This is an optimization exercise on Yosys and OpenROAD, whose aim is small area and a short achievable clock period, not a production implementation. In this exercise RTL edits were held to simulation tests only and were not proved equivalent to the original.

==> 04-19: inputs <==
// bolt_exec
module bolt_exec (
    input  logic        clk,
    input  logic        rst,      
    input  logic [31:0] instr,    
    input  logic [31:0] rs1,      
    input  logic [31:0] rs2,      
    input  logic [31:0] pc,       
    output logic [31:0] result,   
    output logic [31:0] next_pc,  
    output logic        branch,   
    output logic        reg_wr,   
    output logic        mem_wr,   
    output logic        mem_rd    
);
==> flow/config.mk <==
export PLATFORM = sky130hd
export DESIGN_NAME = bolt_exec
export DESIGN_NICKNAME = bolt_exec
export VERILOG_FILES = /design/flow/design.v
export SDC_FILE = /design/flow/constraint.sdc
export NUM_CORES = 4
export LEC_CHECK = 0
export ABC_AREA = 1
export CAP_MARGIN = 20
export CORE_MARGIN = 2
export CORE_UTILIZATION = 40
export CTS_BUF_LIST = sky130_fd_sc_hd__clkbuf_8
export HOLD_SLACK_MARGIN = 0
export PLACE_DENSITY = 0.75
export SETUP_SLACK_MARGIN = 2.8
export SLEW_MARGIN = 20
export DONT_USE_CELLS += sky130_fd_sc_hd__fa_1 sky130_fd_sc_hd__fa_2 sky130_fd_sc_hd__fa_4 sky130_fd_sc_hd__ha_1 sky130_fd_sc_hd__ha_2 sky130_fd_sc_hd__ha_4
export BUFFER_PORTS_ARGS = -buffer_cell sky130_fd_sc_hd__buf_1
==> flow/constraint.sdc <==
create_clock -name core_clock -period 6.5 [get_ports {clk}]
set_input_delay 1.3000 -clock core_clock [delete_from_list [all_inputs] [get_ports {clk}]]
set_output_delay 1.3000 -clock core_clock [all_outputs]
set_load 0.01 [all_outputs]
standard.sh (not shown) runs the stock make flow with config.mk's settings and CLKGATE_MAP_FILE= SYNTH_SCRIPT=/design/flow/synth_recipe.tcl, a recipe that flattens the netlist after the stock synthesis.
==> flow/flow/run.sh <==
#!/bin/bash
# Layout flow: the standard layout (standard.sh), with two changes to how the
# cells are chosen:
#  - the full and half adder cells are not used, so Yosys does not pre-map adder
#    bits to them and abc maps the whole datapath itself;
#  - the buffer that buffer_ports puts on every input and output port is buf_1.
# Every tool's full output goes to standard.log (make) and the ORFS logs under orfs/logs.
set -euo pipefail
cat >> config.mk <<'CFG'
export DONT_USE_CELLS += sky130_fd_sc_hd__fa_1 sky130_fd_sc_hd__fa_2 sky130_fd_sc_hd__fa_4 sky130_fd_sc_hd__ha_1 sky130_fd_sc_hd__ha_2 sky130_fd_sc_hd__ha_4
export BUFFER_PORTS_ARGS = -buffer_cell sky130_fd_sc_hd__buf_1
CFG
bash standard.sh > standard.log 2>&1
==> 10-04: changes against 04-19 <==
--- a/flow/design.v
+++ b/flow/design.v
@@ -473,208 +473,10 @@
     assign G[26] = g9_26;
     assign G[27] = g7_27;
     assign G[28] = g9_28;
     assign G[29] = g8_29;
 endmodule
-module pfx_cmp (
-    input  logic [31:0] g,
-    input  logic [31:0] p,
-    output logic [31:0] G
-);
-    wire g1_1 = g[1] | (p[1] & g[0]);
-    wire p1_1 = p[1] & p[0];
-    wire g1_3 = g[3] | (p[3] & g[2]);
-    wire p1_3 = p[3] & p[2];
-    wire g1_5 = g[5] | (p[5] & g[4]);
-    wire p1_5 = p[5] & p[4];
-    wire g1_7 = g[7] | (p[7] & g[6]);
-    wire p1_7 = p[7] & p[6];
-    wire g1_9 = g[9] | (p[9] & g[8]);
-    wire p1_9 = p[9] & p[8];
-    wire g1_11 = g[11] | (p[11] & g[10]);
-    wire p1_11 = p[11] & p[10];
-    wire g1_13 = g[13] | (p[13] & g[12]);
-    wire p1_13 = p[13] & p[12];
-    wire g1_15 = g[15] | (p[15] & g[14]);
-    wire p1_15 = p[15] & p[14];
-    wire g1_17 = g[17] | (p[17] & g[16]);
-    wire p1_17 = p[17] & p[16];
-    wire g1_19 = g[19] | (p[19] & g[18]);
-    wire p1_19 = p[19] & p[18];
-    wire g1_21 = g[21] | (p[21] & g[20]);
-    wire p1_21 = p[21] & p[20];
-    wire g1_23 = g[23] | (p[23] & g[22]);
-    wire p1_23 = p[23] & p[22];
-    wire g1_25 = g[25] | (p[25] & g[24]);
-    wire p1_25 = p[25] & p[24];
-    wire g1_27 = g[27] | (p[27] & g[26]);
-    wire p1_27 = p[27] & p[26];
-    wire g1_29 = g[29] | (p[29] & g[28]);
-    wire p1_29 = p[29] & p[28];
-    wire g1_31 = g[31] | (p[31] & g[30]);
-    wire p1_31 = p[31] & p[30];
-    wire g2_2 = g[2] | (p[2] & g1_1);
-    wire p2_2 = p[2] & p1_1;
-    wire g2_3 = g1_3 | (p1_3 & g1_1);
-    wire p2_3 = p1_3 & p1_1;
-    wire g2_6 = g[6] | (p[6] & g1_5);
-    wire p2_6 = p[6] & p1_5;
-    wire g2_7 = g1_7 | (p1_7 & g1_5);
-    wire p2_7 = p1_7 & p1_5;
-    wire g2_10 = g[10] | (p[10] & g1_9);
-    wire p2_10 = p[10] & p1_9;
-    wire g2_11 = g1_11 | (p1_11 & g1_9);
-    wire p2_11 = p1_11 & p1_9;
-    wire g2_14 = g[14] | (p[14] & g1_13);
-    wire p2_14 = p[14] & p1_13;
-    wire g2_15 = g1_15 | (p1_15 & g1_13);
-    wire p2_15 = p1_15 & p1_13;
-    wire g2_18 = g[18] | (p[18] & g1_17);
-    wire p2_18 = p[18] & p1_17;
-    wire g2_19 = g1_19 | (p1_19 & g1_17);
-    wire p2_19 = p1_19 & p1_17;
-    wire g2_22 = g[22] | (p[22] & g1_21);
-    wire p2_22 = p[22] & p1_21;
-    wire g2_23 = g1_23 | (p1_23 & g1_21);
-    wire p2_23 = p1_23 & p1_21;
-    wire g2_26 = g[26] | (p[26] & g1_25);
-    wire p2_26 = p[26] & p1_25;
-    wire g2_27 = g1_27 | (p1_27 & g1_25);
-    wire p2_27 = p1_27 & p1_25;
-    wire g2_30 = g[30] | (p[30] & g1_29);
-    wire p2_30 = p[30] & p1_29;
-    wire g2_31 = g1_31 | (p1_31 & g1_29);
-    wire p2_31 = p1_31 & p1_29;
-    wire g3_4 = g[4] | (p[4] & g2_3);
-    wire p3_4 = p[4] & p2_3;
-    wire g3_5 = g1_5 | (p1_5 & g2_3);
-    wire p3_5 = p1_5 & p2_3;
-    wire g3_6 = g2_6 | (p2_6 & g2_3);
-    wire p3_6 = p2_6 & p2_3;
-    wire g3_7 = g2_7 | (p2_7 & g2_3);
-    wire p3_7 = p2_7 & p2_3;
-    wire g3_12 = g[12] | (p[12] & g2_11);
-    wire p3_12 = p[12] & p2_11;
-    wire g3_13 = g1_13 | (p1_13 & g2_11);
-    wire p3_13 = p1_13 & p2_11;
-    wire g3_14 = g2_14 | (p2_14 & g2_11);
-    wire p3_14 = p2_14 & p2_11;
-    wire g3_15 = g2_15 | (p2_15 & g2_11);
-    wire p3_15 = p2_15 & p2_11;
-    wire g3_20 = g[20] | (p[20] & g2_19);
-    wire p3_20 = p[20] & p2_19;
-    wire g3_21 = g1_21 | (p1_21 & g2_19);
-    wire p3_21 = p1_21 & p2_19;
-    wire g3_22 = g2_22 | (p2_22 & g2_19);
-    wire p3_22 = p2_22 & p2_19;
-    wire g3_23 = g2_23 | (p2_23 & g2_19);
-    wire p3_23 = p2_23 & p2_19;
-    wire g3_28 = g[28] | (p[28] & g2_27);
-    wire p3_28 = p[28] & p2_27;
-    wire g3_29 = g1_29 | (p1_29 & g2_27);
-    wire p3_29 = p1_29 & p2_27;
-    wire g3_30 = g2_30 | (p2_30 & g2_27);
-    wire p3_30 = p2_30 & p2_27;
-    wire g3_31 = g2_31 | (p2_31 & g2_27);
-    wire p3_31 = p2_31 & p2_27;
-    wire g4_8 = g[8] | (p[8] & g3_7);
-    wire p4_8 = p[8] & p3_7;
-    wire g4_9 = g1_9 | (p1_9 & g3_7);
-    wire p4_9 = p1_9 & p3_7;
-    wire g4_10 = g2_10 | (p2_10 & g3_7);
-    wire p4_10 = p2_10 & p3_7;
-    wire g4_11 = g2_11 | (p2_11 & g3_7);
-    wire p4_11 = p2_11 & p3_7;
-    wire g4_12 = g3_12 | (p3_12 & g3_7);
-    wire p4_12 = p3_12 & p3_7;
-    wire g4_13 = g3_13 | (p3_13 & g3_7);
-    wire p4_13 = p3_13 & p3_7;
-    wire g4_14 = g3_14 | (p3_14 & g3_7);
-    wire p4_14 = p3_14 & p3_7;
-    wire g4_15 = g3_15 | (p3_15 & g3_7);
-    wire p4_15 = p3_15 & p3_7;
-    wire g4_24 = g[24] | (p[24] & g3_23);
-    wire p4_24 = p[24] & p3_23;
-    wire g4_25 = g1_25 | (p1_25 & g3_23);
-    wire p4_25 = p1_25 & p3_23;
-    wire g4_26 = g2_26 | (p2_26 & g3_23);
-    wire p4_26 = p2_26 & p3_23;
-    wire g4_27 = g2_27 | (p2_27 & g3_23);
-    wire p4_27 = p2_27 & p3_23;
-    wire g4_28 = g3_28 | (p3_28 & g3_23);
-    wire p4_28 = p3_28 & p3_23;
-    wire g4_29 = g3_29 | (p3_29 & g3_23);
-    wire p4_29 = p3_29 & p3_23;
-    wire g4_30 = g3_30 | (p3_30 & g3_23);
-    wire p4_30 = p3_30 & p3_23;
-    wire g4_31 = g3_31 | (p3_31 & g3_23);
-    wire p4_31 = p3_31 & p3_23;
-    wire g5_16 = g[16] | (p[16] & g4_15);
-    wire p5_16 = p[16] & p4_15;
-    wire g5_17 = g1_17 | (p1_17 & g4_15);
-    wire p5_17 = p1_17 & p4_15;
-    wire g5_18 = g2_18 | (p2_18 & g4_15);
-    wire p5_18 = p2_18 & p4_15;
-    wire g5_19 = g2_19 | (p2_19 & g4_15);
-    wire p5_19 = p2_19 & p4_15;
-    wire g5_20 = g3_20 | (p3_20 & g4_15);
-    wire p5_20 = p3_20 & p4_15;
-    wire g5_21 = g3_21 | (p3_21 & g4_15);
-    wire p5_21 = p3_21 & p4_15;
-    wire g5_22 = g3_22 | (p3_22 & g4_15);
-    wire p5_22 = p3_22 & p4_15;
-    wire g5_23 = g3_23 | (p3_23 & g4_15);
-    wire p5_23 = p3_23 & p4_15;
-    wire g5_24 = g4_24 | (p4_24 & g4_15);
-    wire p5_24 = p4_24 & p4_15;
-    wire g5_25 = g4_25 | (p4_25 & g4_15);
-    wire p5_25 = p4_25 & p4_15;
-    wire g5_26 = g4_26 | (p4_26 & g4_15);
-    wire p5_26 = p4_26 & p4_15;
-    wire g5_27 = g4_27 | (p4_27 & g4_15);
-    wire p5_27 = p4_27 & p4_15;
-    wire g5_28 = g4_28 | (p4_28 & g4_15);
-    wire p5_28 = p4_28 & p4_15;
-    wire g5_29 = g4_29 | (p4_29 & g4_15);
-    wire p5_29 = p4_29 & p4_15;
-    wire g5_30 = g4_30 | (p4_30 & g4_15);
-    wire p5_30 = p4_30 & p4_15;
-    wire g5_31 = g4_31 | (p4_31 & g4_15);
-    wire p5_31 = p4_31 & p4_15;
-    assign G[0] = g[0];
-    assign G[1] = g1_1;
-    assign G[2] = g2_2;
-    assign G[3] = g2_3;
-    assign G[4] = g3_4;
-    assign G[5] = g3_5;
-    assign G[6] = g3_6;
-    assign G[7] = g3_7;
-    assign G[8] = g4_8;
-    assign G[9] = g4_9;
-    assign G[10] = g4_10;
-    assign G[11] = g4_11;
-    assign G[12] = g4_12;
-    assign G[13] = g4_13;
-    assign G[14] = g4_14;
-    assign G[15] = g4_15;
-    assign G[16] = g5_16;
-    assign G[17] = g5_17;
-    assign G[18] = g5_18;
-    assign G[19] = g5_19;
-    assign G[20] = g5_20;
-    assign G[21] = g5_21;
-    assign G[22] = g5_22;
-    assign G[23] = g5_23;
-    assign G[24] = g5_24;
-    assign G[25] = g5_25;
-    assign G[26] = g5_26;
-    assign G[27] = g5_27;
-    assign G[28] = g5_28;
-    assign G[29] = g5_29;
-    assign G[30] = g5_30;
-    assign G[31] = g5_31;
-endmodule
 module bolt_exec (
     input  logic        clk,
     input  logic        rst,      
     input  logic [31:0] instr,    
     input  logic [31:0] rs1,      
@@ -708,33 +510,28 @@
     logic i31, f7z, f7s;
     assign i31 = instr[31];
     assign f7z = (f7 == 7'h00);
     assign f7s = (f7 == 7'h20);
     logic use_rs2, is_s, sub;
-    assign use_rs2 = op[5] & op[4];
-    assign is_s    = ~op[6] & op[5];
-    assign sub     = (op[4] & ~f3[2] & f3[1]) | (op[4] & op[5] & instr[30]);
+    assign use_rs2 = op[5] & (op[4] | (op[6] & ~op[2]));
+    assign is_s    = ~op[6] & op[5] & ~op[4];
+    assign sub     = (op[6] & ~op[2]) | (op[4] & ~f3[2] & f3[1])
+                   | (op[4] & op[5] & ~f3[2] & ~f3[1] & ~f3[0] & instr[30]);
     logic [31:0] bv, bx, ap, ag, sum;
     logic        cout;
     assign bv = use_rs2 ? rs2 : {{20{i31}}, instr[31:25], is_s ? instr[11:7] : instr[24:20]};
     assign bx = bv ^ {32{sub}};
     assign ap = rs1 ^ bx;    
     assign ag = rs1 & bx;    
     logic [31:0] aG;
     pfx_main u_add (.g({ag[31:1], ag[0] | (ap[0] & sub)}), .p(ap), .G(aG));
     assign sum  = ap ^ {aG[30:0], sub};
     assign cout = aG[31];
-    logic ltu, lts;          
+    logic ltu, lts, eq;
     assign ltu = ~cout;
     assign lts = ltu ^ rs1[31] ^ bv[31];
-    logic [31:0] bxe, bG;
-    logic bltu, blts, beq;
-    assign bxe  = rs1 ^ rs2;
-    pfx_cmp u_cmp (.g(bxe & rs2), .p(~bxe), .G(bG));
-    assign bltu = bG[31];
-    assign blts = bltu ^ rs1[31] ^ rs2[31];
-    assign beq  = ~|bxe;
+    assign eq  = &ap;        
     logic        left;
     logic [31:0] shin, sho;
     logic [4:0]  sh;
     assign left = ~f3[2];
     assign sh   = bv[4:0];
@@ -758,11 +555,11 @@
     logic [29:0] iG;
     assign pc4[1:0] = pc[1:0];
     pfx_inc u_inc (.g({29'd0, pc[2]}), .p(pc[31:2]), .G(iG));
     assign pc4[31:2] = pc[31:2] ^ {iG[28:0], 1'b1};
     logic cond, taken;
-    assign cond  = f3[2] ? ((f3[1] ? bltu : blts) ^ f3[0]) : (~f3[1] & (beq ^ f3[0]));
+    assign cond  = f3[2] ? ((f3[1] ? ltu : lts) ^ f3[0]) : (~f3[1] & (eq ^ f3[0]));
     assign taken = op63 & cond;
     logic alu_i, r_ok;
     logic s_sum, s_shl, s_shr, s_slt, s_sltu, s_xor, s_or, s_and, s_tgt, s_lui, s_pc4, s_hold;
     assign alu_i = op13 | op33;
     assign r_ok  = op13 | f7z;    
==> flow/flow/run.sh (replaced) <==
#!/bin/bash
# Layout flow: the standard layout (standard.sh), with two changes to how the
# cells are chosen:
#  - the full and half adder cells are not used, so Yosys does not pre-map adder
#    bits to them and abc maps the whole datapath itself;
#  - the buffer that buffer_ports puts on every input and output port is buf_2.
# Every tool's full output goes to standard.log (make) and the ORFS logs under orfs/logs.
set -euo pipefail
cat >> config.mk <<'CFG'
export DONT_USE_CELLS += sky130_fd_sc_hd__fa_1 sky130_fd_sc_hd__fa_2 sky130_fd_sc_hd__fa_4 sky130_fd_sc_hd__ha_1 sky130_fd_sc_hd__ha_2 sky130_fd_sc_hd__ha_4
export BUFFER_PORTS_ARGS = -buffer_cell sky130_fd_sc_hd__buf_2
CFG
bash standard.sh > standard.log 2>&1
==> flow/config.mk (replaced) <==
export PLATFORM = sky130hd
export DESIGN_NAME = bolt_exec
export DESIGN_NICKNAME = bolt_exec
export VERILOG_FILES = /design/flow/design.v
export SDC_FILE = /design/flow/constraint.sdc
export NUM_CORES = 4
export LEC_CHECK = 0
export ABC_AREA = 1
export CAP_MARGIN = 20
export CORE_MARGIN = 2
export CORE_UTILIZATION = 40
export HOLD_SLACK_MARGIN = 0
export SETUP_SLACK_MARGIN = 2.5
export SLEW_MARGIN = 20
export DONT_USE_CELLS += sky130_fd_sc_hd__fa_1 sky130_fd_sc_hd__fa_2 sky130_fd_sc_hd__fa_4 sky130_fd_sc_hd__ha_1 sky130_fd_sc_hd__ha_2 sky130_fd_sc_hd__ha_4
export BUFFER_PORTS_ARGS = -buffer_cell sky130_fd_sc_hd__buf_2
==> run summary <==
Status: finished clean
Final HPWL DP: 48.0 mm
Post-synthesis simple-gate area fraction: 50.0%
Core ar.: 28,600 µm²
Fmax: 0.272 GHz
Synth cell types: 55
WP buf/inv: 3
Average cell area after synthesis: 5.28 µm²
Post-Route WL: 61.4 mm
Met2 Usage GRT: 55.2%
# diodes: 0
Critical R2R Capture: result[20]
Crit Reg-Reg Startpoint: result[20]
Most used cell, CP: nand2_1
Layout clock area frac: 1.56%
CP max FO: 12
(the above is from 04-19)
==> run summary <==
Status: finished clean
WP buf/inv: 7
Synth cell types: 54
CP max FO: 7
Core ar.: 26,900 µm²
Fmax: 0.238 GHz
Post-synthesis simple-gate area fraction: 44.5%
Layout clock area frac: 1.92%
Crit Reg-Reg Startpoint: result[1]
Average cell area after synthesis: 5.16 µm²
Final HPWL DP: 46.5 mm
Met2 Usage GRT: 59.0%
(the above is from 10-04)

separate check: timing with driven ports:
Ports are ideal in the flow. The routed layouts listed here were re-timed in OpenROAD.
Step 1 assumes that a clkbuf_16 drives the clock port and a buf_2 every other input.
Step 2 moves the port delays by t, midway between the first and last clock arrival at a register: inputs arrive t later, outputs are due t later. That takes back most of the time a late clock gives input paths.
a / b / c = no drivers / after step 1 / after step 2; a / b = the first two.
run | shift t [ns] | slack for setup (ns) | worst setup path after step 2 | clock arrival spread, ns | worst register clock-pin slew, ns
04-19 | 0.440 | 2.820 / 2.840 / 2.401 | input to register | 0.025 / 0.025 | 0.10 / 0.10
10-04 | 0.394 | 2.298 / 2.278 / 1.885 | input to register | 0.011 / 0.011 | 0.07 / 0.07
After both steps setup and hold are still met in every run listed. For 04-19, which loses most, drivers alone change the setup slack by +0.020 ns; drivers and shift together by -0.419 ns.
